Source: an optimization exercise on an open RTL-to-GDS flow (aim: small area). Production flows keep margins and buffers that such runs may drop.
The RTL was checked by simulation tests, not by an equivalence proof against the original design.
The clock cells of runs 2 to 8 come from the design's own scripts or RTL, not from TritonCTS.
The flow treats the clock pin as an ideal source. Dropping or thinning the clock tree relies on that and would not hold on a real chip.
No activity file was given, so power comes from the tool's default toggle rates.

`config.mk`:
```
export PLATFORM = sky130hd
export DESIGN_NAME = ivn_top
export DESIGN_NICKNAME = ivn_top
export VERILOG_FILES = /design/flow/design.v
export SDC_FILE = /design/flow/constraint.sdc
export NUM_CORES = 4
export LEC_CHECK = 0
export ABC_AREA = 1
export CAP_MARGIN = 20
export CORE_MARGIN = 2
export CORE_UTILIZATION = 40
export SLEW_MARGIN = 20
```
`constraint.sdc`:
```
create_clock -name core_clock -period 10.0 [get_ports {clk}]
set_input_delay 2.0000 -clock core_clock [delete_from_list [all_inputs] [get_ports {clk}]]
set_output_delay 2.0000 -clock core_clock [all_outputs]
set_load 0.01 [all_outputs]
```
`design.v`:
```
module ivn_top (
    input clk,
    input reset,
    input [3:0] lane,
    input s,
    input s_valid,
    output [5:0] s_vn,
    output [5:0] s_vn_valid
);
    parameter WAIT = 2'd0;
    parameter STORE = 2'd1;
    parameter LOAD = 2'd2;
    reg [1:0] state;
    reg [1:0] next_state;
    reg [3:0] current_lane;
    reg wen;
    reg load;
    always @(*) begin
        case (state)
        WAIT: begin
            wen = 1'b0;
            load = 1'b0;
            next_state = (current_lane != lane) ? STORE : WAIT;
        end
        STORE: begin
            wen = 1'b1;
            load = 1'b0;
            next_state = LOAD;
        end
        LOAD: begin
            wen = 1'b0;
            load = 1'b1;
            next_state = WAIT;
        end
        default: begin
            wen = 1'b0;
            load = 1'b0;
            next_state = WAIT;
        end
        endcase
    end
    always @(posedge clk) begin
        if (reset) begin
            state <= WAIT;
            current_lane <= 4'd0;
        end else begin
            state <= next_state;
            if (load)
                current_lane <= lane;
        end
    end
    reg [3:0] pe;
    wire b0 = pe[3];
    wire a = pe[2];
    wire c = pe[1];
    wire t = pe[0];
    wire v1 = a | c;
    wire v0 = v1 | t;
    reg [3:0] mem [0:15];
    wire [3:0] addr = load ? lane : current_lane;
    wire [3:0] rd [0:15];
    genvar i;
    generate
        for (i = 0; i < 16; i = i + 1) begin : g_mem
            wire sel = (addr == i);
            wire we = wen & sel;
            assign rd[i] = {4{sel}} & mem[i];
            wire hold = ~(we | reset);
            always @(posedge clk)
                mem[i] <= ({4{we}} & pe) | ({4{hold}} & mem[i]);
        end
    endgenerate
    wire [3:0] ld = rd[0] | rd[1] | rd[2] | rd[3] | rd[4] | rd[5] | rd[6] | rd[7]
        | rd[8] | rd[9] | rd[10] | rd[11] | rd[12] | rd[13] | rd[14] | rd[15];
    wire lb0 = ld[3];
    wire la = ld[2];
    wire lc = ld[1];
    wire lt = ld[0];
    wire lv1 = la | lc;
    wire lv0 = lv1 | lt;
    wire x = s;
    wire xv = s_valid;
    wire [3:0] step;
    assign step[3] = x;
    assign step[2] = v1 & xv;
    assign step[1] = v0 & xv & (~v1 | (t ^ b0 ^ x));
    assign step[0] = xv & (~v0 | (b0 ^ x));
    always @(posedge clk) begin
        if (reset)
            pe <= 4'd0;
        else if (load)
            pe <= ld;
        else
            pe <= step;
    end
    assign s_vn = {1'b0, t, c, b0, t, b0};
    assign s_vn_valid[0] = v0 & (load ? (lv0 & (b0 ^ lb0)) : (xv & (b0 ^ x)));
    assign s_vn_valid[1] = v1 & (load ? (lv1 & (t ^ lt)) : (xv & (t ^ b0 ^ x)));
    assign s_vn_valid[2] = load & v1 & ~t & lv1 & ~lt & (b0 ^ lb0);
    assign s_vn_valid[3] = a & (load ? (la & (c ^ lc)) : (xv & (c ^ t ^ b0 ^ x)));
    assign s_vn_valid[4] = load & a & ~c & la & ~lc & (t ^ lt);
    assign s_vn_valid[5] = 1'b0;
endmodule
```
`flow/run.sh`:
```
#!/bin/bash
# Own layout flow: the standard flow (standard.sh) with
#  - synthesis running ABC on an area script (flow/abc.script),
#  - port buffers of the smallest buffer cell,
#  - a clock tree of small clock buffers without dummy loads.
# Each step's full output goes to a log file of its own in this folder.
set -euo pipefail
W=$(pwd)
export OWN_ABC_SCRIPT=$W/flow/abc.script
bash standard.sh SYNTH_SCRIPT=$W/flow/synth.tcl synth > $W/log_synth.txt 2>&1
bash standard.sh SYNTH_SCRIPT=$W/flow/synth.tcl \
  "BUFFER_PORTS_ARGS=-buffer_cell sky130_fd_sc_hd__buf_1" \
  "CTS_ARGS=-sink_clustering_enable -repair_clock_nets -dont_use_dummy_load -sink_clustering_size 20 -sink_clustering_max_diameter 60 -buf_list {sky130_fd_sc_hd__clkbuf_2 sky130_fd_sc_hd__clkbuf_4}" \
  finish > $W/log_layout.txt 2>&1
```
`flow/abc.script`:
```
strash; dc2; &get -n; &st; &dch; &nf -R 1000 -a; &put
```
`flow/synth.tcl`:
```
# The standard synthesis script (synth_recipe.tcl), with Yosys's abc
# pass run on an area-oriented ABC script instead of ORFS's.
proc synth {args} { yosys synth -nofsm -noshare {*}$args }
proc abc {args} {
  set i [lsearch -exact $args -script]
  if {$i >= 0} { lset args [expr {$i + 1}] $::env(OWN_ABC_SCRIPT) }
  yosys abc {*}$args
}
source $::env(SCRIPTS_DIR)/synth.tcl
# left out here: clear keep_hierarchy, flatten, clean up, hide names made inside functions, write 1_2_yosys.v
```
`standard.sh`:
```
#!/bin/bash
# synth_recipe.tcl (not shown) runs the flow's synth.tcl, then flattens the netlist and writes it again
# the make line also repeats each setting of config.mk as NAME=value (left out here)
make -C /OpenROAD-flow-scripts/flow DESIGN_CONFIG=/design/flow/config.mk WORK_HOME=/design/flow/orfs CLKGATE_MAP_FILE= SYNTH_SCRIPT=/design/flow/synth_recipe.tcl "${@:-finish}"
```
==> results of run 1 <==
==> area by class of cell <==
cell class	count	area, um^2
fillers	721	4030
flip-flops and latches	74	1480
multi-input cells	209	1430
well taps	99	124
repair buffers	19	78.8
clock buffers	9	67.6
inverters	2	7.51
==> layer usage <==
layer  up-vias  share of wire
li1       1188              -
met1      1194           0.47
met2        86           0.45
met3        18          0.048
met4         0          0.028
met5         -              0
==> state kept, by name, indices dropped and copies added, names as in the netlist <==
| name | flops |
|---|---|
| mem | 64 |
| current_lane | 4 |
| pe | 4 |
| state | 2 |
==> how the worst max path moves through the flow <==
stage          startpoint  slack (ns)             to  cells after the start
3_5_place_dp      lane[3]        3.47  s_vn_valid[0]                     12
4_1_cts           lane[2]        3.46  s_vn_valid[0]                     12
6_report          lane[3]        3.42  s_vn_valid[0]                     12
2_1_floorplan     lane[3]        4.07  s_vn_valid[4]                      9
3_3_place_gp      lane[3]        3.46  s_vn_valid[0]                     12
5_1_grt           lane[3]        3.22  s_vn_valid[4]                     11
==> report_power, final <==
| group | leakage [nW] | internal (mW) | switching, mW |
|---|---|---|---|
| Sequential | 0.597 | 0.299 | 0.00699 |
| Combinational | 0.525 | 0.0144 | 0.0343 |
| Clock | 0.0414 | 0.0418 | 0.0854 |
| Total | 1.16 | 0.355 | 0.127 |
==> stage by stage <==
stage	instances	area [um^2]
3_5_place_dp	403	3120
5_1_grt	412	3180
2_1_floorplan	292	2970
4_1_cts	412	3180
6_report	412	3180
3_3_place_gp	403	3120
==> placed cells by master, fill, tap and decap left out, types with 3 or more instances in the layout <==
cell      synthesis  layout
o21ai_0           3       3
dfxtp_1          74      74
a222oi_1         12      12
nor2_1           41      41
nand2b_1          6       6
a22o_1           67      67
nand2_1          11      11
clkbuf_4          0       9
a21oi_1           5       5
a22oi_1           5       5
mux2i_1           4       4
nor3_1           17      17
xor2_1            6       6
nand3_1           3       3
xnor2_1           4       4
a221oi_1          4       4
buf_1             0      17
or2_0             4       4
nand4_1           4       4
==> cell families (layout without fill, tap and decap cells) <==
family / Yosys count / count (layout) / synth area share
buffers and inverters: 9 / 30 / 0.0203
AO/OA/AOI/OAI: 100 / 100 / 0.288
AND/OR/NAND/NOR: 93 / 93 / 0.147
XOR/XNOR: 10 / 10 / 0.0296
other: 1 / 2 / 0.00127
flip-flops: 74 / 74 / 0.500
multiplexers: 4 / 4 / 0.0135
==> worst max-delay path, stage by stage <==
cell	delay, ns
buf_1	0.09
mux2i_1	0.30
or2_0	0.43
nor2_1	0.19
a22o_1	0.28
a221oi_1	0.22
nand4_1	0.12
nor2_1	0.26
or2_0	0.21
nand3_1	0.10
a32o_1	0.25
buf_1	0.12
==> impl_metrics.ini, run 1 <==
[outcome]
outcome = timing/DRC/antenna clean

[hold_path]
hold_end = state[0]
min_from = state[1]
hold_depth = 1
min_path_type = reg -> reg

[sta]
fin_skew_ns = 0.0260
hold_violations = 0
fmaxAchievable_mhz = 152
fin_ws_ns = 3.42
tightest_slew_ns = 1.03
fin_crit_ns = 6.58
final-setup-viol-count = 0
finalCritPeriodShare = 0.658
tns_ns = 0
max-slew-margin-rel = 0.310
rsz0062_at_grt = no
slew_viol_final = 0
whs_ns = 0.444

[yosys]
synth_area_per_cell_um2 = 10.2
synth_flop_cell = dfxtp_1
synth_enable_flop_cells = 0
synth_top_area_share = 0.500
synth_common_cells = 74 x dfxtp_1, 67 x a22o_1, 41 x nor2_1
synth.distinct_cells = 30
ys_ff_latch = 74
synth.most_common_cell = dfxtp_1
yosysWarnings = 2
yosysSeqAreaShare = 0.500
synth.area.top_cells = dfxtp_1 50%, a22o_1 20%, nor2_1 5.2%
synth_cells = 291
synth_top_cell_by_area = dfxtp_1
async_flop_share = 0
synth_area_um2 = 2960

[power]
power.density_nw_per_um2 = 151
p_leak_nw = 1.16
peakVddDrop_mv = 0.0470
p_total_uw = 481

[clock_network]
cts_tree = yes
cts_buffer_depth = 2
cts-root-buf = clkbuf_4
cts-resized-gates = 0
cts_buffers = 9
cts-hold-fix-buffers = 0
clock_sinks = 74
clk_pin_slew_ns = 0.10
insertion_delay_ns = 0.41
cts_htree_levels = 3
cts.repair_timing.setup_buffer_count = 0

[critical_path]
cp_max_fo = 8
worst_ep_required_time_ns = 8.00
r2r_start = state[0]
reg2reg_depth = 10
endpoint_kind = primary output
reg2reg_setup_slack_ns = 6.84
arrival_ns = 4.58
start_kind = input pin
critPathKind = in -> out
timing.rr.end = pe[0]

[global_route]
track_usage = 0.210
grt_max_degree = 27
gr-total-overflow = 0
met1_usage = 0.272
grt_pass1_vias = 2507
grt_util_met3 = 0.0419
grt_pass1_wl_um = 13400
busiest_layer = met2
antenna_found_initial = 0
gr-usage-met2 = 0.331

[final_layout]
syn2layout_area_growth_pct = 7.47
num_antenna_cells = 0
nets = 323
utilization = 0.441
layout-drive-gt1-share = 0.0351

[floorplanning]
die_w_um = 90.1
initial_core_util = 0.411
rows = 31
dieArea_um2 = 8110
core_um2 = 7210
die_h_um = 90.1
io_pins = 20

[detailed_routing]
drc = 0
wl_per_cell_um = 19.8
wirelength_um = 8150
drt_iter0_markers = 307
vias = 2486
vias_per_cell = 6.03
dr.pass1.iters = 6
ant_nets = 0

[placement]
place_ws_ns = 3.47
dp_hpwl_um = 5540
globalplace.congestion = 0.968
io_buffers = 17

[run]
maxCapViolations = 0
==> run 2: changes to the inputs <==
==> flow/run.sh (replaced) <==
#!/bin/bash
# Own layout flow: the standard flow (standard.sh) with
#  - synthesis running ABC on an area script (flow/abc.script),
#  - port buffers of the smallest buffer cell,
#  - a one-level clock tree of four clock buffers (flow/clock.tcl) in place
#    of TritonCTS.
# Each step's full output goes to a log file of its own in this folder.
set -euo pipefail
W=$(pwd)
export OWN_ABC_SCRIPT=$W/flow/abc.script
export OWN_CLKBUF=sky130_fd_sc_hd__clkbuf_8
export PRE_CTS_TCL=$W/flow/clock.tcl
bash standard.sh SYNTH_SCRIPT=$W/flow/synth.tcl synth > $W/log_synth.txt 2>&1
bash standard.sh SYNTH_SCRIPT=$W/flow/synth.tcl \
  "BUFFER_PORTS_ARGS=-buffer_cell sky130_fd_sc_hd__buf_1" \
  PRE_CTS_TCL=$W/flow/clock.tcl \
  finish > $W/log_layout.txt 2>&1
==> flow/clock.tcl (new file) <==
# PRE_CTS hook: replaces TritonCTS with a one-level clock tree. The clock
# sinks are split into four groups (by x, then by y); each group is driven
# by one clock buffer placed at its centroid, and the clock port drives
# the four buffers.
proc own_sink_xy {p} {
  set b [[[sta::sta_to_db_pin $p] getInst] getBBox]
  return [list [expr {([$b xMin] + [$b xMax]) / 2}] [expr {([$b yMin] + [$b yMax]) / 2}]]
}
proc own_split {items idx} {
  set s [lsort -integer -index $idx $items]
  set h [expr {[llength $s] / 2}]
  return [list [lrange $s 0 [expr {$h - 1}]] [lrange $s $h end]]
}
proc clock_tree_synthesis {args} {
  set items {}
  foreach p [get_pins -of_objects [get_nets clk] -filter "direction == input"] {
    set xy [own_sink_xy $p]
    lappend items [list [lindex $xy 0] [lindex $xy 1] [get_full_name $p]]
  }
  set groups {}
  foreach h [own_split $items 0] {
    foreach g [own_split $h 1] { lappend groups $g }
  }
  set k 0
  foreach g $groups {
    set sx 0
    set sy 0
    set pins {}
    foreach it $g {
      set sx [expr {$sx + [lindex $it 0]}]
      set sy [expr {$sy + [lindex $it 1]}]
      lappend pins [get_pins [lindex $it 2]]
    }
    set n [llength $g]
    set loc [list [expr {$sx / $n / 1000.0}] [expr {$sy / $n / 1000.0}]]
    puts "clock group $k: $n sinks, buffer at $loc"
    insert_buffer -buffer_cell $::env(OWN_CLKBUF) -net clk -load_pins $pins \
      -location $loc -buffer_name clkbuf_leaf_$k -net_name clknet_leaf_$k
    incr k
  }
  foreach net [[ord::get_db_block] getNets] {
    if {[string match clknet_leaf_* [$net getName]] || [$net getName] eq "clk"} {
      $net setSigType CLOCK
    }
  }
  set_propagated_clock [all_clocks]
}
==> impl_metrics.ini, run 2 <==
[power]
power.density_nw_per_um2 = 146
p_total_uw = 464
peakVddDrop_mv = 0.0575
p_leak_nw = 1.15

[clock_network]
cts.repair_timing.setup_buffer_count = 0
insertion_delay_ns = 0.17
clk_pin_slew_ns = 0.11
cts-hold-fix-buffers = 0
cts-resized-gates = 0

[detailed_routing]
drt_iter0_markers = 253
vias_per_cell = 6.06
wirelength_um = 8040
wl_per_cell_um = 19.8
ant_nets = 0
vias = 2467
drc = 0
dr.pass1.iters = 5

[placement]
globalplace.congestion = 0.968
dp_hpwl_um = 5540
place_ws_ns = 3.47
io_buffers = 17

[critical_path]
crit_buf_inv = 2
worst_ep_required_time_ns = 8.00
max_stage_delay_ns = 0.43
critPathKind = in -> out
start_kind = input pin
cp_top_family = simple AND/OR/NAND/NOR gates
crit_slowest_cell = or2_0
timing.rr.end = pe[0]
endpoint_kind = primary output
reg2reg_setup_slack_ns = 6.85
arrival_ns = 4.57
r2r_start = state[0]
reg2reg_depth = 10
worstPathCellList = buf_1 > mux2i_1 > or2_0 > nor2_1 > a22o_1 > a221oi_1 > nand4_1 > nor2_1 > or2_0 > nand3_1 > a32o_1 > buf_1
cp_max_fo = 8
startpoint = lane[3]

[sta]
fin_crit_ns = 6.57
tns_ns = 0
rsz0062_at_grt = no
tightest_slew_ns = 1.06
finalCritPeriodShare = 0.657
max-slew-margin-rel = 0.294
fin_ws_ns = 3.43
fin_skew_ns = 0.00544
slew_viol_final = 0
hold_violations = 0
fmaxAchievable_mhz = 152
final-setup-viol-count = 0

[final_layout]
reg.largest.list = mem x64, current_lane x4, pe x4
final_common_cell = dfxtp_1
syn2layout_area_growth_pct = 7.05
layout-drive-gt1-share = 0.0195
num_antenna_cells = 0
nFillCells = 719
final_cell_mix = 74 x dfxtp_1, 67 x a22o_1, 41 x nor2_1
top_register = mem
largest_register_ffs = 64
utilization = 0.440
nets = 318
multiInputGateArea_um2 = 1430
seqCellArea_um2 = 1480

[yosys]
ys_ff_latch = 74
yosysSeqAreaShare = 0.500
async_flop_share = 0
synth.most_common_cell = dfxtp_1
synth_cells = 291
synth_area_um2 = 2960
synth_area_per_cell_um2 = 10.2
synth.area.top_cells = dfxtp_1 50%, a22o_1 20%, nor2_1 5.2%
synth_enable_flop_cells = 0
synth_flop_cell = dfxtp_1
yosysWarnings = 2
synth.distinct_cells = 30
synth_top_cell_by_area = dfxtp_1
synth_common_cells = 74 x dfxtp_1, 67 x a22o_1, 41 x nor2_1
synth_top_area_share = 0.500

[floorplanning]
rows = 31
io_pins = 20
dieArea_um2 = 8110
core_um2 = 7210
die_h_um = 90.1
initial_core_util = 0.411
die_w_um = 90.1

[hold_path]
min_from = state[1]
hold_depth = 1
min_path_type = reg -> reg
hold_end = state[0]

[global_route]
track_usage = 0.197
gr-total-overflow = 0
grt_max_degree = 27
grt_pass1_vias = 2464
antenna_found_initial = 0
grt_pass1_wl_um = 13300

[outcome]
outcome = timing/DRC/antenna clean

[run]
maxCapViolations = 0
run 2: worst max path at each step:
stage,endpoint,depth (start not counted)
floorplan,s_vn_valid[4],9
global placement,s_vn_valid[0],12
detailed placement,s_vn_valid[0],12
CTS,s_vn_valid[0],12
global route,s_vn_valid[4],11
finish,s_vn_valid[0],12
run 2: kinds of logic (layout without fill, tap and decap cells):
kind of cell,after synthesis,after routing,synth area share
flops,74,74,0.500
other cells,1,2,0.00127
buf+inv,9,25,0.0203
mux,4,4,0.0135
simple gates,93,93,0.147
xor+xnor,10,10,0.0296
compound gates,100,100,0.288
run 2: final cells by class, without the clock buffers:
class | instances | area share
sequential | 74 | 0.467
multi-input combinational | 209 | 0.449
tap | 99 | 0.0391
timing repair buffer | 19 | 0.0249
inverter | 2 | 0.00237
run 2: metal layers:
metal	routed length [um]	share of wire	GRT usage
met1	3850	0.48	0.281
met2	3680	0.46	0.326
met3	395	0.049	0.0159
met4	123	0.015	0.0436
met5	0	0	0
run 2: power breakdown:
part           leakage (nW)  internal [mW]  switching (mW)
registers             0.597          0.299         0.00706
logic                 0.525         0.0144          0.0340
clock network        0.0288         0.0374          0.0728
total                  1.15          0.350           0.114
run 2: per-stage QoR:
step / instances / hold WS (ns) / area (um^2)
global placement: 403 / 0.423 / 3120
floorplan: 292 / 0.411 / 2970
global route: 407 / 0.485 / 3170
finish: 407 / 0.446 / 3170
CTS: 407 / 0.445 / 3170
detailed placement: 403 / 0.430 / 3120
==> run 3: changes to the inputs <==
--- a/flow/run.sh
+++ b/flow/run.sh
@@ -4,2 +4,3 @@
 #  - port buffers of the smallest buffer cell,
+#  - synthesis buffers removed before placement (flow/preplace.tcl),
 #  - a one-level clock tree of four clock buffers (flow/clock.tcl) in place
@@ -12,2 +13,3 @@
 export PRE_CTS_TCL=$W/flow/clock.tcl
+export PRE_GLOBAL_PLACE_TCL=$W/flow/preplace.tcl
 bash standard.sh SYNTH_SCRIPT=$W/flow/synth.tcl synth > $W/log_synth.txt 2>&1
@@ -15,3 +17,3 @@
   "BUFFER_PORTS_ARGS=-buffer_cell sky130_fd_sc_hd__buf_1" \
-  PRE_CTS_TCL=$W/flow/clock.tcl \
+  PRE_CTS_TCL=$W/flow/clock.tcl PRE_GLOBAL_PLACE_TCL=$W/flow/preplace.tcl \
   finish > $W/log_layout.txt 2>&1
==> flow/preplace.tcl (new file) <==
# PRE_GLOBAL_PLACE hook: remove synthesis's buffers (as timing-driven global
# placement does) before the ports get their buffers.
remove_buffers
--- a/config.mk
+++ b/config.mk
@@ -11,2 +11,3 @@
 export CORE_UTILIZATION = 40
+export GPL_TIMING_DRIVEN = 0
 export SLEW_MARGIN = 20
==> impl_metrics.ini, run 3 <==
[yosys]
synth_common_cells = 74 x dfxtp_1, 67 x a22o_1, 41 x nor2_1
synth_mux_area_frac = 0.0135
synth_enable_flop_cells = 0
ys_ff_latch = 74
synth_compound_area_frac = 0.288
synth.distinct_cells = 30
synth_fa_ha_area_frac = 0
synth.most_common_cell = dfxtp_1
synth_cells = 291
async_flop_share = 0
yosysWarnings = 2
synth_top_cell_by_area = dfxtp_1
synth_area_per_cell_um2 = 10.2
synth_top_family_by_area = compound AO/OA/AOI/OAI gates
synth_area_um2 = 2960
synth.area.top_cells = dfxtp_1 50%, a22o_1 20%, nor2_1 5.2%
synth_flop_cell = dfxtp_1
yosys.area_share.simple = 0.147
yosysSeqAreaShare = 0.500
synth_top_area_share = 0.500
yosys.area_share.xor_xnor = 0.0296

[global_route]
grt_pass1_vias = 2416
track_usage = 0.190
grt_max_degree = 27
antenna_found_initial = 0
gr-total-overflow = 0
grt_pass1_wl_um = 12800

[final_layout]
final_common_cell = dfxtp_1
multiInputGateArea_um2 = 1430
largest_register_ffs = 64
top_register = mem
seqCellArea_um2 = 1480
num_antenna_cells = 0
syn2layout_area_growth_pct = 6.59
layout-drive-gt1-share = 0.0163
nets = 316
reg.largest.list = mem x64, current_lane x4, pe x4
final_cell_mix = 74 x dfxtp_1, 67 x a22o_1, 41 x nor2_1
fin_cells = 405
nFillCells = 707

[detailed_routing]
ant_nets = 0
wirelength_um = 7800
wl_per_cell_um = 19.3
vias = 2455
drc = 0
vias_per_cell = 6.06
drt_iter0_markers = 193
dr.pass1.iters = 5

[run]
maxCapViolations = 0

[sta]
tns_ns = 0
fin_crit_ns = 6.60
hold_violations = 0
fmaxAchievable_mhz = 152
slew_viol_final = 0
rsz0062_at_grt = no
whs_ns = 0.448
fin_skew_ns = 0.0101
tightest_slew_ns = 1.07
final-setup-viol-count = 0
finalCritPeriodShare = 0.660
max-slew-margin-rel = 0.288

[critical_path]
critPathKind = in -> out
startpoint = lane[3]
r2r_start = state[0]
endpoint_kind = primary output
max_stage_delay_ns = 0.45
arrival_ns = 4.60
start_kind = input pin
worstPathCellList = buf_1 > mux2i_1 > or2_0 > nor2_1 > a222oi_1 > nand3_1 > a221oi_1 > a31o_1 > nand3_1 > a32o_1 > buf_1
crit_slowest_cell = or2_0
crit_end = s_vn_valid[0]
reg2reg_depth = 9
reg2reg_setup_slack_ns = 6.79
worst_ep_required_time_ns = 8.00
cp_max_fo = 8
timing.rr.end = pe[2]

[hold_path]
min_path_type = reg -> reg

[placement]
io_buffers = 17
dp_cells = 401
dp_hpwl_um = 5280
globalplace.congestion = 0.841

[clock_network]
cts-resized-gates = 0
clk_pin_slew_ns = 0.10
cts-hold-fix-buffers = 0
cts.repair_timing.setup_buffer_count = 0
insertion_delay_ns = 0.17

[floorplanning]
core_um2 = 7210
die_w_um = 90.1
initial_core_util = 0.411
io_pins = 20
rows = 31
die_h_um = 90.1
dieArea_um2 = 8110

[power]
p_leak_nw = 1.14
peakVddDrop_mv = 0.0561
power.density_nw_per_um2 = 147

[outcome]
outcome = timing/DRC/antenna clean
run 3: cell counts after synthesis:
No cell type changed its count.
run 3: worst min path at each step:
stage | start | endpoint | slack, ns | cells past startpoint
final | state[0] | state[0] | 0.45 | 1
after global placement | state[1] | state[0] | 0.42 | 1
after floorplan | state[0] | state[0] | 0.41 | 1
after CTS | state[0] | state[0] | 0.45 | 1
after detailed placement | state[0] | state[0] | 0.43 | 1
after global routing | state[0] | state[0] | 0.49 | 1
run 3: cell families (layout without fill, tap and decap cells):
group	Yosys count	count (layout)
AO/OA/AOI/OAI	100	100
XOR/XNOR	10	10
buffers and inverters	9	23
flip-flops	74	74
multiplexers	4	4
other	1	2
AND/OR/NAND/NOR	93	93
run 3: through the flow:
stage                     power, mW  area (um^2)   util  setup WS, ns
after floorplan               0.345         2970      -          4.07
after global placement        0.360         3100  0.430          3.37
after detailed placement      0.360         3100  0.430          3.39
after CTS                     0.467         3160  0.438          3.37
after global routing          0.483         3160  0.438          3.08
final                         0.465         3160  0.438          3.40
run 3: metal layers:
layer	GRT usage	up-vias	routed length, um
met5	0	-	0
met4	0.0321	0	128
met3	0.0117	11	503
met2	0.310	90	3480
met1	0.281	1177	3690
li1	-	1177	-
run 3: layout make-up, without the clock buffers:
type | count | area share
Tap cell | 99 | 0.0392
Inverter | 2 | 0.00238
Sequential cell | 74 | 0.469
Multi-Input combinational cell | 209 | 0.451
Timing Repair Buffer | 17 | 0.0206
run 3: worst max-delay path, delay by kind of cell:
kind	cells	cell delay, ns
muxes	1	0.30
AOI/OAI and AO/OA	4	1.19
and+or+nand+nor	4	0.88
buffers and inverters	2	0.21
run 3: power breakdown:
| part | total, mW | internal (mW) | switching [mW] |
|---|---|---|---|
| Combinational | 0.0459 | 0.0138 | 0.0321 |
| Clock | 0.111 | 0.0374 | 0.0736 |
| Sequential | 0.308 | 0.299 | 0.00952 |
==> run 4: changes to the inputs <==
--- a/design.v
+++ b/design.v
@@ -61,2 +61,9 @@
     wire [3:0] rd [0:15];
+    reg wr;
+    always @(*) begin
+        wr = ~reset;
+        if (wen)
+            wr = 1'b1;
+    end
+    wire [3:0] wdata = {4{wr}} & pe;
     genvar i;
@@ -65,7 +72,6 @@
             wire sel = (addr == i);
-            wire we = wen & sel;
             assign rd[i] = {4{sel}} & mem[i];
-            wire hold = ~(we | reset);
+            wire hold = ~(sel | reset);
             always @(posedge clk)
-                mem[i] <= ({4{we}} & pe) | ({4{hold}} & mem[i]);
+                mem[i] <= ({4{sel}} & wdata) | ({4{hold}} & mem[i]);
         end
@@ -95,8 +101,16 @@
     end
+    wire ib0 = load ? lb0 : x;
+    wire ib1 = load ? lt : (b0 ^ x);
+    wire ib3 = load ? lc : (t ^ b0 ^ x);
+    wire iv0 = load ? lv0 : xv;
+    wire iv1 = load ? lv1 : xv;
+    wire iv3 = load ? la : xv;
+    wire e0 = b0 ^ ib0;
+    wire e1 = t ^ ib1;
     assign s_vn = {1'b0, t, c, b0, t, b0};
-    assign s_vn_valid[0] = v0 & (load ? (lv0 & (b0 ^ lb0)) : (xv & (b0 ^ x)));
-    assign s_vn_valid[1] = v1 & (load ? (lv1 & (t ^ lt)) : (xv & (t ^ b0 ^ x)));
-    assign s_vn_valid[2] = load & v1 & ~t & lv1 & ~lt & (b0 ^ lb0);
-    assign s_vn_valid[3] = a & (load ? (la & (c ^ lc)) : (xv & (c ^ t ^ b0 ^ x)));
-    assign s_vn_valid[4] = load & a & ~c & la & ~lc & (t ^ lt);
+    assign s_vn_valid[0] = v0 & iv0 & e0;
+    assign s_vn_valid[1] = v1 & iv1 & e1;
+    assign s_vn_valid[2] = load & v1 & ~t & lv1 & ~lt & e0;
+    assign s_vn_valid[3] = a & iv3 & (c ^ ib3);
+    assign s_vn_valid[4] = load & a & ~c & la & ~lc & e1;
     assign s_vn_valid[5] = 1'b0;
==> impl_metrics.ini, run 4 <==
[detailed_routing]
drc = 0
vias = 2303
wirelength_um = 7120
wl_per_cell_um = 17.8
drt_iter0_markers = 201
dr.pass1.iters = 4
ant_nets = 0
vias_per_cell = 5.74

[final_layout]
top_register = mem
fin_cells = 401
reg.largest.list = mem x64, current_lane x4, pe x4
nets = 312
nFillCells = 735
utilization = 0.434
final_common_cell = dfxtp_1
finalInstanceArea_um2 = 3090
multiInputGateArea_um2 = 1370
largest_register_ffs = 64
num_antenna_cells = 0
seqCellArea_um2 = 1480
final_cell_mix = 74 x dfxtp_1, 64 x a22o_1, 50 x nor2_1
layout-drive-gt1-share = 0.0166
syn2layout_area_growth_pct = 6.73

[critical_path]
startpoint = lane[1]
start_kind = input pin
endpoint_kind = primary output
arrival_ns = 4.71
crit_slowest_cell = a222oi_1
crit_buf_inv = 2
critPathKind = in -> out
worstPathCellList = buf_1 > mux2i_1 > or2_0 > nor2_1 > a222oi_1 > nand3_1 > a221oi_1 > nand2_1 > nand2_1 > xor2_1 > nor3_1 > buf_1
cp_max_fo = 9
worst_ep_required_time_ns = 8.00
path_depth = 12
cp_top_family = simple AND/OR/NAND/NOR gates
reg2reg_depth = 8
max_stage_delay_ns = 0.42
r2r_start = state[1]

[clock_network]
cts.repair_timing.setup_buffer_count = 0
clk_pin_slew_ns = 0.12
insertion_delay_ns = 0.17
cts-hold-fix-buffers = 0
cts-resized-gates = 0

[floorplanning]
core_um2 = 7140
initial_core_util = 0.406
dieArea_um2 = 7940
die_w_um = 89.1
rows = 31
die_h_um = 89.1
io_pins = 20

[yosys]
synth_top_family_by_area = compound AO/OA/AOI/OAI gates
yosys.area_share.simple = 0.147
synth_enable_flop_cells = 0
synth_area_um2 = 2900
synth_top_cell_by_area = dfxtp_1
synth_common_cells = 74 x dfxtp_1, 64 x a22o_1, 50 x nor2_1
synth.distinct_cells = 25
yosys.area_share.xor_xnor = 0.0272
synth_mux_area_frac = 0.0138
synth_cells = 287
synth_top_area_share = 0.511
async_flop_share = 0
synth.most_common_cell = dfxtp_1
yosysSeqAreaShare = 0.511
synth_compound_area_frac = 0.281
synth_fa_ha_area_frac = 0
synth.area.top_cells = dfxtp_1 51%, a22o_1 19%, nor2_1 6.5%
synth_area_per_cell_um2 = 10.1
yosysWarnings = 2
synth_flop_cell = dfxtp_1
ys_ff_latch = 74

[placement]
globalplace.congestion = 0.839
dp_cells = 397
io_buffers = 17
dp_hpwl_um = 4880
place_area_um2 = 3040

[sta]
finalCritPeriodShare = 0.671
tns_ns = 0
tightest_slew_ns = 1.11
max-slew-margin-rel = 0.260
fin_skew_ns = 0.0119
final-setup-viol-count = 0
rsz0062_at_grt = no
slew_viol_final = 0
whs_ns = 0.466
hold_violations = 0
fmaxAchievable_mhz = 149
fin_crit_ns = 6.71

[run]
maxCapViolations = 0

[global_route]
grt_pass1_wl_um = 11300
antenna_found_initial = 0
grt_max_degree = 28
grt_pass1_vias = 2121
track_usage = 0.180
gr-total-overflow = 0

[power]
power.density_nw_per_um2 = 151
p_leak_nw = 1.13
peakVddDrop_mv = 0.0604

[outcome]
outcome = timing/DRC/antenna clean

[hold_path]
min_path_type = reg -> reg
min_from = state[1]
hold_depth = 1
## run 4: cell count changes after synthesis, moves of 2 or more
cell | previous run | this run
nand2_1 | 11 | 13
or2_0 | 4 | 2
and2_0 | 0 | 5
a22oi_1 | 5 | 15
a222oi_1 | 12 | 8
nor3_1 | 17 | 5
nor2_1 | 41 | 50
clkinv_1 | 2 | 0
a22o_1 | 67 | 64
## run 4: metrics by stage
| step | worst slack (ns) | power, mW |
|---|---|---|
| 2_1_floorplan | 4.11 | 0.349 |
| 3_3_place_gp | 3.39 | 0.362 |
| 3_5_place_dp | 3.35 | 0.363 |
| 4_1_cts | 3.33 | 0.470 |
| 5_1_grt | 2.97 | 0.487 |
| 6_report | 3.29 | 0.468 |
## run 4: cell type report, without the clock buffers
cell class / count / area share
flip-flops and latches: 74 / 0.479
multi-input cells: 207 / 0.442
well taps: 99 / 0.0400
repair buffers: 17 / 0.0210
## run 4: kinds of logic after synthesis
kind of cell / count (synthesis)
AOI/OAI and AO/OA: 97
DFF: 74
and+or+nand+nor: 95
muxes: 4
buffers and inverters: 7
xor gates and xnor gates: 9
other: 1
## run 4: worst paths after layout
path	endpoint	slack (ns)
worst max-delay path	s_vn_valid[1]	3.29
worst min-delay path	state[0]	0.47
worst max register to register	pe[0]	6.90
worst min register to register	state[0]	0.47
## run 4: worst register-to-register path: stages (launching register included)
cell and delay (ns):
dfxtp_1 0.37, nor2b_1 0.50, mux2i_1 0.48, or2_0 0.29
nor2_1 0.21, a222oi_1 0.42, nand3_1 0.21, a221oi_1 0.39
a21oi_1 0.12
## run 4: metal layers
metal  global-route usage  part of all wire  vias to the layer above
li1                     -                 -                     1127
met1                0.271              0.50                     1113
met2                0.281              0.43                       54
met3               0.0157             0.047                        9
met4               0.0393             0.021                        0
met5                    0                 0                        -
## run 4: where the power goes
group,switching [mW],internal [mW]
Combinational,0.0368,0.0153
Sequential,0.00449,0.300
Clock,0.0745,0.0374
==> run 5: changes to the inputs <==
--- a/flow/run.sh
+++ b/flow/run.sh
@@ -2,3 +2,3 @@
 # Own layout flow: the standard flow (standard.sh) with
-#  - synthesis running ABC on an area script (flow/abc.script),
+#  - synthesis running ABC on several area scripts (flow/abc/) and keeping the smallest result,
 #  - port buffers of the smallest buffer cell,
@@ -10,3 +10,3 @@
 W=$(pwd)
-export OWN_ABC_SCRIPT=$W/flow/abc.script
+export OWN_ABC_DIR=$W/flow/abc
 export OWN_CLKBUF=sky130_fd_sc_hd__clkbuf_8
==> flow/abc/abc1.script (new file) <==
strash; dc2; &get -n; &st; &dch; &nf -R 1000 -a; &put
==> flow/abc/abc10.script (new file) <==
strash; dch; map -a; strash; &get -n; &st; &dch; &nf -R 1000 -a; &put
==> flow/abc/abc12.script (new file) <==
strash; dc2; &get -n; &st; &dch; &nf -R 1000 -a; &put; strash; &get -n; &st; &dch; &nf -R 1000 -a; &put
==> flow/abc/abc3.script (new file) <==
strash; dc2; &get -n; &st; &dch -f; &nf -R 1000 -a; &put
==> flow/abc/abc5.script (new file) <==
strash; dc2; dch -f; map -a; strash; dc2; &get -n; &st; &dch -f; &nf -R 1000 -a; &put
==> flow/abc/abc8.script (new file) <==
strash; dc2; &get -n; &st; &dch; &nf -R 3000 -a -p; &put
==> flow/synth.tcl (replaced) <==
# The standard synthesis script (synth_recipe.tcl), with Yosys's abc
# pass run on each area-oriented ABC script in $OWN_ABC_DIR; the smallest
# fully mapped result is kept.
proc synth {args} { yosys synth -nofsm -noshare {*}$args }
proc own_area {args} {
  set f $::env(OBJECTS_DIR)/own_abc_stat.txt
  yosys tee -q -o $f stat {*}$args
  set fh [open $f r]
  set txt [read $fh]
  close $fh
  if {[string first {$_} $txt] >= 0} { return 1e30 }
  if {![regexp {Chip area for module [^:]*: ([0-9.]+)} $txt -> a]} { return 1e30 }
  return $a
}
proc abc {args} {
  set i [expr {[lsearch -exact $args -script] + 1}]
  set j [lsearch -exact $args -liberty]
  set lib [lindex $args [expr {$j + 1}]]
  yosys design -save own_pre_abc
  set best ""
  set best_area 1e30
  foreach s [lsort [glob $::env(OWN_ABC_DIR)/*.script]] {
    yosys design -load own_pre_abc
    lset args $i $s
    yosys abc {*}$args
    set a [own_area -liberty $lib]
    puts "own abc: $s area $a"
    if {$a < $best_area} {
      set best_area $a
      set best $s
    }
  }
  puts "own abc: using $best"
  yosys design -load own_pre_abc
  lset args $i $best
  yosys abc {*}$args
}
source $::env(SCRIPTS_DIR)/synth.tcl
# left out here: clear keep_hierarchy, flatten, clean up, hide names made inside functions, write 1_2_yosys.v
--- a/config.mk
+++ b/config.mk
@@ -10,3 +10,3 @@
 export CORE_MARGIN = 2
-export CORE_UTILIZATION = 40
+export CORE_UTILIZATION = 55
 export GPL_TIMING_DRIVEN = 0
removed: flow/abc.script
==> impl_metrics.ini, run 5 <==
[final_layout]
finalInstanceArea_um2 = 3050
reg.largest.list = mem x64, current_lane x4, pe x4
nets = 303
num_antenna_cells = 0
largest_register_ffs = 64
layout-drive-gt1-share = 0.0171
final_cell_mix = 74 x dfxtp_1, 66 x a22o_1, 45 x nor2_1
nFillCells = 448
syn2layout_area_growth_pct = 5.50
top_register = mem
final_common_cell = dfxtp_1

[detailed_routing]
vias_per_cell = 6.25
wl_per_cell_um = 19.1
wirelength_um = 6940
drt_iter0_markers = 198
drc = 0
vias = 2269
ant_nets = 0
dr.pass1.iters = 5

[yosys]
synth_common_cells = 74 x dfxtp_1, 66 x a22o_1, 45 x nor2_1
yosysWarnings = 2
synth.area.top_cells = dfxtp_1 51%, a22o_1 20%, nor2_1 5.8%
synth.most_common_cell = dfxtp_1
synth_enable_flop_cells = 0
synth_area_per_cell_um2 = 10.4
ys_ff_latch = 74
synth_top_area_share = 0.512
synth_top_cell_by_area = dfxtp_1
synth_cells = 278
yosysSeqAreaShare = 0.512
synth_area_um2 = 2890
synth_flop_cell = dfxtp_1
synth.distinct_cells = 32
async_flop_share = 0

[power]
p_leak_nw = 1.14
peakVddDrop_mv = 0.109
power.density_nw_per_um2 = 153

[critical_path]
cp_top_family = simple AND/OR/NAND/NOR gates
path_common_cell = buf_1
worstPathCellList = buf_1 > mux2i_1 > nand2b_1 > nor2_1 > a22o_1 > a221oi_1 > and4_1 > nand3_1 > o21ai_0 > xor2_1 > a311oi_1 > buf_1
endpoint_kind = primary output
crit_slowest_cell = nor2_1
max_stage_delay_ns = 0.56
cp_max_fo = 9
worst_ep_required_time_ns = 8.00
critPathKind = in -> out
start_kind = input pin
arrival_ns = 4.62
crit_buf_inv = 2

[floorplanning]
dieArea_um2 = 5850
rows = 26
die_h_um = 76.5
io_pins = 20
initial_core_util = 0.570
core_um2 = 5070
die_w_um = 76.5

[global_route]
grt_pass1_wl_um = 10700
gr-total-overflow = 0
grt_max_degree = 28
grt_pass1_vias = 2051
track_usage = 0.227
antenna_found_initial = 0

[clock_network]
insertion_delay_ns = 0.17
clk_pin_slew_ns = 0.12
cts-resized-gates = 0
cts.repair_timing.setup_buffer_count = 0
cts-hold-fix-buffers = 0

[sta]
final-setup-viol-count = 0
hold_violations = 0
slew_viol_final = 0
fin_skew_ns = 0.0184
fmaxAchievable_mhz = 151
tightest_slew_ns = 1.11
finalCritPeriodShare = 0.662
tns_ns = 0
max-slew-margin-rel = 0.257
rsz0062_at_grt = no
fin_crit_ns = 6.62

[run]
maxCapViolations = 0

[hold_path]
min_path_type = reg -> reg

[placement]
dp_hpwl_um = 4740
place_area_um2 = 3000
globalplace.congestion = 0.800
io_buffers = 17

[outcome]
outcome = timing/DRC/antenna clean
==> run 5: changes by cell type after synthesis, moves of 3 or more <==
cell and delta:
a22oi_1 -10, a222oi_1 +5, nor2_1 -5, o21ai_0 +3
==> run 5: per-layer routing <==
layer  routed length (um)  global-route usage  vias to the layer above  part of all wire
li1                     -                   -                     1119                 -
met1                 3370               0.341                     1077              0.49
met2                 3120               0.379                       67              0.45
met3                  372             0.00829                        6             0.054
met4                   82              0.0200                        0             0.012
met5                    0                   0                        -                 0
==> run 5: metrics by stage <==
step                instances  worst slack (ns)  hold slack [ns]  power, mW   util
floorplan                 279              4.08            0.425      0.348      -
global placement          359              3.47            0.450      0.361  0.590
detailed placement        359              3.45            0.448      0.362  0.590
CTS                       363              3.41            0.468      0.468  0.601
global route              363              3.18            0.497      0.487  0.601
finish                    363              3.38            0.470      0.465  0.601
==> run 5: power by group <==
group          internal, mW  switching [mW]  leakage (nW)  total (mW)
registers             0.300         0.00455         0.598       0.305
logic                0.0150          0.0361         0.518      0.0511
clock network        0.0374          0.0723        0.0288       0.110
==> run 5: worst paths after layout <==
path            start            end  slack [ns]  cells after the start
max           lane[0]  s_vn_valid[1]        3.38                     12
min          state[1]       state[0]        0.47                      1
max reg2reg  state[0]          pe[2]        6.77                      9
min reg2reg  state[1]       state[0]        0.47                      1
==> run 5: worst register-to-register path: stages, from the launching register on <==
cell,delay [ns]
dfxtp_1,0.38
nand2b_1,0.40
mux2i_1,0.43
or2_0,0.27
nor2_1,0.20
a222oi_1,0.51
nand4_1,0.25
o21ai_0,0.44
o21a_1,0.20
nor2_1,0.04
==> run 5: area by class of cell, without the clock buffers <==
class,instances,area [um^2],area share
Sequential cell,74,1480,0.486
Multi-Input combinational cell,198,1360,0.446
Tap cell,70,87.6,0.0287
Timing Repair Buffer,17,65.1,0.0213
==> run 5: cells by family (layout without fill, tap and decap cells) <==
family | count (synthesis) | count (layout) | synth area share
DFF | 74 | 74 | 0.512
other | 1 | 2 | 0.00130
buffers and inverters | 7 | 21 | 0.0182
and+or+nand+nor | 84 | 84 | 0.134
xor gates and xnor gates | 8 | 8 | 0.0242
muxes | 4 | 4 | 0.0138
AOI/OAI and AO/OA | 100 | 100 | 0.296
==> run 6: changes to the inputs <==
--- a/config.mk
+++ b/config.mk
@@ -10,4 +10,5 @@
 export CORE_MARGIN = 2
-export CORE_UTILIZATION = 55
+export CORE_UTILIZATION = 40
 export GPL_TIMING_DRIVEN = 0
+export PLACE_DENSITY = 0.75
 export SLEW_MARGIN = 20
==> impl_metrics.ini, run 6 <==
[sta]
hold_violations = 0
fmaxAchievable_mhz = 154
fin_skew_ns = 0.00917
max-slew-margin-rel = 0.273
whs_ns = 0.473
slew_viol_final = 0
tightest_slew_ns = 1.09
tns_ns = 0
final-setup-viol-count = 0
finalCritPeriodShare = 0.651
fin_crit_ns = 6.51
rsz0062_at_grt = no

[critical_path]
worstPathCellList = buf_1 > mux2i_1 > nand2b_1 > nor2_1 > a22o_1 > a221oi_1 > and4_1 > nand3_1 > o21ai_0 > xor2_1 > nor3_1 > buf_1
endpoint_kind = primary output
cp_max_fo = 9
r2r_start = state[0]
worst_ep_required_time_ns = 8.00
reg2reg_setup_slack_ns = 6.84
critPathKind = in -> out
arrival_ns = 4.51
timing.rr.end = pe[2]
crit_slowest_cell = nor2_1
start_kind = input pin
reg2reg_depth = 9
max_stage_delay_ns = 0.47
path_common_cell = buf_1

[yosys]
synth_flop_cell = dfxtp_1
synth_top_family_by_area = compound AO/OA/AOI/OAI gates
synth_area_um2 = 2890
synth.distinct_cells = 32
yosys.area_share.simple = 0.134
yosysWarnings = 2
synth_area_per_cell_um2 = 10.4
yosys.area_share.xor_xnor = 0.0242
synth.most_common_cell = dfxtp_1
synth_top_area_share = 0.512
synth_common_cells = 74 x dfxtp_1, 66 x a22o_1, 45 x nor2_1
synth_top_cell_by_area = dfxtp_1
ys_ff_latch = 74
synth.area.top_cells = dfxtp_1 51%, a22o_1 20%, nor2_1 5.8%
synth_cells = 278
synth_mux_area_frac = 0.0138
synth_compound_area_frac = 0.296
yosysSeqAreaShare = 0.512
async_flop_share = 0
synth_fa_ha_area_frac = 0
synth_enable_flop_cells = 0

[final_layout]
largest_register_ffs = 64
final_common_cell = dfxtp_1
final_cell_mix = 74 x dfxtp_1, 66 x a22o_1, 45 x nor2_1
nets = 303
reg.largest.list = mem x64, current_lane x4, pe x4
num_antenna_cells = 0
top_register = mem
syn2layout_area_growth_pct = 6.62
nFillCells = 695
layout-drive-gt1-share = 0.0171

[global_route]
antenna_found_initial = 0
gr-total-overflow = 0
busiest_layer = met2
track_usage = 0.169
grt_pass1_vias = 2177
gr-usage-met2 = 0.288
grt_pass1_wl_um = 10800
grt_util_met3 = 0.0129
met1_usage = 0.242
grt_max_degree = 28

[hold_path]
min_from = state[1]
hold_depth = 1
hold_end = state[0]
min_path_type = reg -> reg

[detailed_routing]
drc = 0
wl_per_cell_um = 17.6
vias = 2361
dr.pass1.iters = 5
drt_iter0_markers = 310
wirelength_um = 6860
ant_nets = 0
vias_per_cell = 6.07

[power]
p_sw_frac = 0.244
power.density_nw_per_um2 = 151
p_clk_frac = 0.237
p_leak_nw = 1.14
comb_power_share = 0.109
peakVddDrop_mv = 0.0547
seqPwrFrac = 0.654
internal-power_uw = 352
switching_power_uw = 114

[placement]
io_buffers = 17
globalplace.congestion = 0.876
dp_hpwl_um = 4790

[clock_network]
cts-hold-fix-buffers = 0
clk_pin_slew_ns = 0.10
insertion_delay_ns = 0.17
cts.repair_timing.setup_buffer_count = 0
cts-resized-gates = 0

[floorplanning]
initial_core_util = 0.419
core_um2 = 6910
io_pins = 20
rows = 30
die_h_um = 89.0
dieArea_um2 = 7920
die_w_um = 89.0

[outcome]
outcome = timing/DRC/antenna clean

[run]
maxCapViolations = 0
## run 6: cell counts after synthesis
No cell type changed its count.
## run 6: cells by family after synthesis
| logic type | Yosys count |
|---|---|
| AO/OA/AOI/OAI | 100 |
| XOR/XNOR | 8 |
| buffers and inverters | 7 |
| flip-flops | 74 |
| multiplexers | 4 |
| other | 1 |
| AND/OR/NAND/NOR | 84 |
## run 6: stage by stage
step | util | power [mW] | area [um^2] | worst slack (ns) | cells
floorplan | - | 0.348 | 2900 | 4.08 | 279
global placement | 0.438 | 0.361 | 3030 | 3.55 | 385
detailed placement | 0.438 | 0.362 | 3030 | 3.51 | 385
CTS | 0.446 | 0.466 | 3080 | 3.51 | 389
global route | 0.446 | 0.484 | 3080 | 3.24 | 389
finish | 0.446 | 0.466 | 3080 | 3.49 | 389
## run 6: power groups by stage
stage | clock [mW] | combinational (mW) | sequential, mW
finish | 0.111 | 0.0509 | 0.305
detailed placement | 0 | 0.0503 | 0.311
global route | 0.122 | 0.0557 | 0.306
CTS | 0.111 | 0.0505 | 0.305
floorplan | 0 | 0.0379 | 0.310
global placement | 0 | 0.0496 | 0.311
## run 6: how the worst max path moves through the flow
stage / start / to / slack (ns) / depth (start not counted)
after CTS: lane[3] / s_vn_valid[4] / 3.51 / 12
final: lane[2] / s_vn_valid[4] / 3.49 / 12
after global routing: lane[1] / s_vn_valid[1] / 3.24 / 11
after global placement: lane[3] / s_vn_valid[1] / 3.55 / 12
after detailed placement: lane[3] / s_vn_valid[4] / 3.51 / 12
after floorplan: lane[0] / s_vn_valid[1] / 4.08 / 10
## run 6: worst max-delay path, delay by kind of cell
family                    cells  cell delay (ns)
and+or+nand+nor               5             1.31
xor gates and xnor gates      1             0.18
AOI/OAI and AO/OA             3             0.43
buffers and inverters         2             0.26
muxes                         1             0.33
## run 6: final cells by class, without the clock buffers
cell class | instances | area (um^2) | area share
Sequential cell | 74 | 1480 | 0.481
Multi-Input combinational cell | 198 | 1360 | 0.442
Tap cell | 96 | 120 | 0.0390
Timing Repair Buffer | 17 | 65.1 | 0.0211
## run 6: layer usage
layer	routed length, um	part of all wire
met5	0	0
met4	82	0.012
met3	290	0.042
met2	3270	0.48
met1	3210	0.47
==> run 7: changes to the inputs <==
--- a/config.mk
+++ b/config.mk
@@ -12,3 +12,2 @@
 export GPL_TIMING_DRIVEN = 0
-export PLACE_DENSITY = 0.75
 export SLEW_MARGIN = 20
==> impl_metrics.ini, run 7 <==
[outcome]
outcome = timing/DRC/antenna clean

[global_route]
track_usage = 0.186
grt_pass1_vias = 2191
grt_pass1_wl_um = 11700
grt_max_degree = 28
gr-total-overflow = 0
antenna_found_initial = 0

[final_layout]
reg.largest.list = mem x64, current_lane x4, pe x4
final_common_cell = dfxtp_1
top_register = mem
layout-drive-gt1-share = 0.0171
final_cell_mix = 74 x dfxtp_1, 66 x a22o_1, 45 x nor2_1
syn2layout_area_growth_pct = 6.62
num_antenna_cells = 0
largest_register_ffs = 64
nets = 303

[yosys]
synth_enable_flop_cells = 0
synth_top_family_by_area = compound AO/OA/AOI/OAI gates
yosysWarnings = 2
synth.most_common_cell = dfxtp_1
synth_compound_area_frac = 0.296
yosysSeqAreaShare = 0.512
ys_ff_latch = 74
yosys.area_share.simple = 0.134
async_flop_share = 0
synth_flop_cell = dfxtp_1
synth_area_per_cell_um2 = 10.4
synth_mux_area_frac = 0.0138
synth_top_cell_by_area = dfxtp_1
synth_top_area_share = 0.512
yosys.area_share.xor_xnor = 0.0242
synth_common_cells = 74 x dfxtp_1, 66 x a22o_1, 45 x nor2_1
synth_area_um2 = 2890
synth_cells = 278
synth.distinct_cells = 32
synth_fa_ha_area_frac = 0
synth.area.top_cells = dfxtp_1 51%, a22o_1 20%, nor2_1 5.8%

[critical_path]
worst_ep_required_time_ns = 8.00
cp_max_fo = 9
critPathKind = in -> out
start_kind = input pin
arrival_ns = 4.60
endpoint_kind = primary output

[sta]
hold_violations = 0
max-slew-margin-rel = 0.223
tightest_slew_ns = 1.16
tns_ns = 0
fin_crit_ns = 6.60
rsz0062_at_grt = no
finalCritPeriodShare = 0.660
fin_skew_ns = 0.00931
slew_viol_final = 0
final-setup-viol-count = 0
fmaxAchievable_mhz = 152

[floorplanning]
core_um2 = 6910
io_pins = 20
initial_core_util = 0.419
dieArea_um2 = 7920
die_h_um = 89.0
die_w_um = 89.0
rows = 30

[power]
peakVddDrop_mv = 0.0586
p_total_uw = 467
power.density_nw_per_um2 = 152
p_leak_nw = 1.15

[detailed_routing]
wirelength_um = 7160
ant_nets = 0
dr.pass1.iters = 6
drt_iter0_markers = 220
vias = 2327
vias_per_cell = 5.98
wl_per_cell_um = 18.4
drc = 0

[clock_network]
cts.repair_timing.setup_buffer_count = 0
cts-resized-gates = 0
clk_pin_slew_ns = 0.11
insertion_delay_ns = 0.17
cts-hold-fix-buffers = 0

[run]
maxCapViolations = 0

[placement]
io_buffers = 17
dp_hpwl_um = 4830
globalplace.congestion = 0.804

[hold_path]
min_path_type = reg -> reg
[run 7: cell counts after synthesis]
No cell type changed its count.
[run 7: cells by family after synthesis]
family | Yosys count
buffers and inverters | 7
and+or+nand+nor | 84
muxes | 4
AOI/OAI and AO/OA | 100
other | 1
xor gates and xnor gates | 8
DFF | 74
[run 7: path summary, 6_finish.rpt]
kind | end | cells past startpoint | from | slack (ns)
setup / recovery | s_vn_valid[1] | 12 | lane[0] | 3.40
hold / removal | state[0] | 1 | state[0] | 0.48
setup reg to reg | pe[2] | 9 | state[0] | 6.85
hold reg to reg | state[0] | 1 | state[0] | 0.48
[run 7: per-layer routing]
layer | wire [um] | track usage
met5 | 0 | 0
met4 | 87 | 0.0217
met3 | 428 | 0.0222
met2 | 3110 | 0.295
met1 | 3530 | 0.281
[run 7: stage by stage]
stage	cell area (um^2)	hold WS, ns	setup WS (ns)	std cells	util
floorplan	2900	0.425	4.08	279	-
global placement	3030	0.453	3.49	385	0.438
detailed placement	3030	0.455	3.44	385	0.438
CTS	3080	0.479	3.43	389	0.446
global route	3080	0.499	3.07	389	0.446
finish	3080	0.476	3.40	389	0.446
[run 7: report_power, final]
part / leakage (nW) / total (mW) / internal, mW / switching [mW]
logic: 0.519 / 0.0504 / 0.0150 / 0.0354
clock network: 0.0288 / 0.112 / 0.0374 / 0.0747
registers: 0.598 / 0.305 / 0.300 / 0.00461
total: 1.15 / 0.467 / 0.353 / 0.115
[run 7: cell type report, without the clock buffers]
cell class	count	area, um^2
repair buffers	17	65.1
multi-input cells	198	1360
well taps	96	120
fillers	697	3820
flip-flops and latches	74	1480
[run 7: worst max-delay path, cell delays in order]
cell      delay (ns)
buf_1           0.09
mux2i_1         0.30
nand2b_1        0.17
nor2_1          0.59
a22o_1          0.27
a221oi_1        0.06
and4_1          0.28
nand3_1         0.14
o21ai_0         0.13
xor2_1          0.18
a311oi_1        0.21
buf_1           0.18
==> run 8: changes to the inputs <==
--- a/flow/run.sh
+++ b/flow/run.sh
@@ -6,3 +6,4 @@
 #  - a one-level clock tree of four clock buffers (flow/clock.tcl) in place
-#    of TritonCTS.
+#    of TritonCTS,
+#  - one tie cell for both constant outputs (SKIP_REPAIR_TIE_FANOUT).
 # Each step's full output goes to a log file of its own in this folder.
@@ -18,2 +19,3 @@
   PRE_CTS_TCL=$W/flow/clock.tcl PRE_GLOBAL_PLACE_TCL=$W/flow/preplace.tcl \
+  SKIP_REPAIR_TIE_FANOUT=1 \
   finish > $W/log_layout.txt 2>&1
==> impl_metrics.ini, run 8 <==
[final_layout]
fin_cells = 389
reg.largest.list = mem x64, current_lane x4, pe x4
finalInstanceArea_um2 = 3090
final_cell_mix = 74 x dfxtp_1, 66 x a22o_1, 45 x nor2_1
largest_register_ffs = 64
nets = 303
seqCellArea_um2 = 1480
syn2layout_area_growth_pct = 6.88
layout-drive-gt1-share = 0.0205
nFillCells = 691
utilization = 0.447
final_common_cell = dfxtp_1
num_antenna_cells = 0
top_register = mem
multiInputGateArea_um2 = 1360

[power]
p_sw_frac = 0.244
seqPwrFrac = 0.652
p_clk_frac = 0.238
comb_power_share = 0.110
power.density_nw_per_um2 = 151
p_leak_nw = 1.15
peakVddDrop_mv = 0.0674
switching_power_uw = 114
internal-power_uw = 353

[detailed_routing]
drc = 0
drt_iter0_markers = 236
wirelength_um = 7200
vias_per_cell = 5.99
vias = 2331
ant_nets = 0
wl_per_cell_um = 18.5
dr.pass1.iters = 9

[yosys]
synth.distinct_cells = 32
ys_ff_latch = 74
synth_area_um2 = 2890
async_flop_share = 0
synth.area.top_cells = dfxtp_1 51%, a22o_1 20%, nor2_1 5.8%
synth_top_cell_by_area = dfxtp_1
synth_top_area_share = 0.512
yosysSeqAreaShare = 0.512
synth.most_common_cell = dfxtp_1
synth_area_per_cell_um2 = 10.4
synth_flop_cell = dfxtp_1
synth_common_cells = 74 x dfxtp_1, 66 x a22o_1, 45 x nor2_1
yosysWarnings = 2
synth_enable_flop_cells = 0
synth_cells = 278

[critical_path]
reg2reg_depth = 9
start_kind = input pin
worst_ep_required_time_ns = 8.00
crit_end = s_vn_valid[1]
critPathKind = in -> out
timing.rr.end = pe[2]
reg2reg_setup_slack_ns = 6.84
arrival_ns = 4.58
r2r_start = state[0]
endpoint_kind = primary output
startpoint = lane[0]
cp_max_fo = 9

[sta]
tightest_slew_ns = 1.09
max-slew-margin-rel = 0.270
slew_viol_final = 0
rsz0062_at_grt = no
fin_skew_ns = 0.0144
whs_ns = 0.470
hold_violations = 0
finalCritPeriodShare = 0.658
final-setup-viol-count = 0
fin_crit_ns = 6.58
fmaxAchievable_mhz = 152
tns_ns = 0

[floorplanning]
die_w_um = 89.0
dieArea_um2 = 7920
core_um2 = 6910
io_pins = 20
die_h_um = 89.0
rows = 30
initial_core_util = 0.419

[clock_network]
cts.repair_timing.setup_buffer_count = 0
cts-hold-fix-buffers = 0
cts-resized-gates = 0
clk_pin_slew_ns = 0.12
insertion_delay_ns = 0.17

[hold_path]
min_path_type = reg -> reg

[global_route]
grt_pass1_vias = 2131
antenna_found_initial = 0
gr-total-overflow = 0
grt_max_degree = 28
grt_pass1_wl_um = 11700
track_usage = 0.187

[placement]
io_buffers = 17
globalplace.congestion = 0.814
dp_hpwl_um = 4850
place_area_um2 = 3020
dp_cells = 384

[run]
maxCapViolations = 0

[outcome]
outcome = timing/DRC/antenna clean
run 8: cell counts after synthesis:
Identical to the previous run, type by type.
run 8: metrics by stage:
step           setup slack, ns  total power, mW
2_1_floorplan             4.08            0.348
3_3_place_gp              3.49            0.361
3_5_place_dp              3.46            0.362
4_1_cts                   3.42            0.469
5_1_grt                   3.08            0.489
6_report                  3.42            0.467
run 8: logic make-up (layout without fill, tap and decap cells):
family	Yosys count	in the layout	synth area share
XOR/XNOR	8	8	0.0242
other	1	1	0.00130
AO/OA/AOI/OAI	100	100	0.296
multiplexers	4	4	0.0138
AND/OR/NAND/NOR	84	84	0.134
flip-flops	74	74	0.512
buffers and inverters	7	22	0.0182
run 8: worst max-delay path: stages:
cell	delay, ns
buf_1	0.09
mux2i_1	0.31
nand2b_1	0.17
nor2_1	0.57
a22o_1	0.26
a221oi_1	0.06
and4_1	0.27
nand3_1	0.15
o21ai_0	0.13
xor2_1	0.18
a311oi_1	0.20
buf_1	0.18
run 8: final cells by class, without the clock buffers:
cell class | count | area share
multi-input combinational | 197 | 0.439
sequential | 74 | 0.479
tap | 96 | 0.0389
timing repair buffer | 18 | 0.0247
run 8: layer usage:
metal	track usage	routed length, um
met1	0.290	3510
met2	0.292	3090
met3	0.0231	553
met4	0.0136	49
met5	0	0
run 8: power groups by stage:
stage	sequential (mW)	clock [mW]	combinational, mW
after floorplan	0.310	0	0.0379
after global placement	0.311	0	0.0500
after detailed placement	0.311	0	0.0504
after CTS	0.305	0.114	0.0506
after global routing	0.306	0.126	0.0579
final	0.305	0.111	0.0515
run 8: how the worst min path moves through the flow:
stage | startpoint | end | slack (ns) | cells after the start
5_1_grt | mem[6][2] | mem[6][2] | 0.50 | 1
2_1_floorplan | state[1] | state[0] | 0.43 | 1
6_report | state[0] | state[0] | 0.47 | 1
3_5_place_dp | state[1] | state[0] | 0.45 | 1
4_1_cts | state[0] | state[0] | 0.47 | 1
3_3_place_gp | state[0] | state[0] | 0.45 | 1

## port drivers added, routing unchanged
No port has a modelled driver above. Below, the same layouts with a new extraction and two added sets of constraints.
Step 1: set_driving_cell puts a clkbuf_16 on clk and a buf_2 on each other input, an assumption about the parent block.
Step 2 adds t to the input delays and takes it off the output delays; t is the mean of the earliest and latest rising clock arrival at the registers after step 1. Input paths then give back, and output paths get back, about the clock's delay inside the block.
a / b / c = no drivers / after step 1 / after step 2; a / b = the first two.
run | t, ns | setup slack, ns | cell pins on the clock port's net
run 1 | 0.431 | 3.418 / 3.391 / 3.391 | 1
run 2 | 0.227 | 3.426 / 3.400 / 3.400 | 4
run 3 | 0.228 | 3.405 / 3.385 / 3.385 | 4
run 4 | 0.225 | 3.289 / 3.268 / 3.268 | 4
run 5 | 0.224 | 3.376 / 3.354 / 3.354 | 4
run 6 | 0.223 | 3.487 / 3.463 / 3.463 | 4
run 7 | 0.221 | 3.401 / 3.382 / 3.382 | 4
run 8 | 0.218 | 3.421 / 3.401 / 3.401 | 4
After both steps setup and hold are still met in every run listed. For run 1, which loses most, drivers alone change the setup slack by -0.027 ns; drivers and shift together by -0.027 ns.
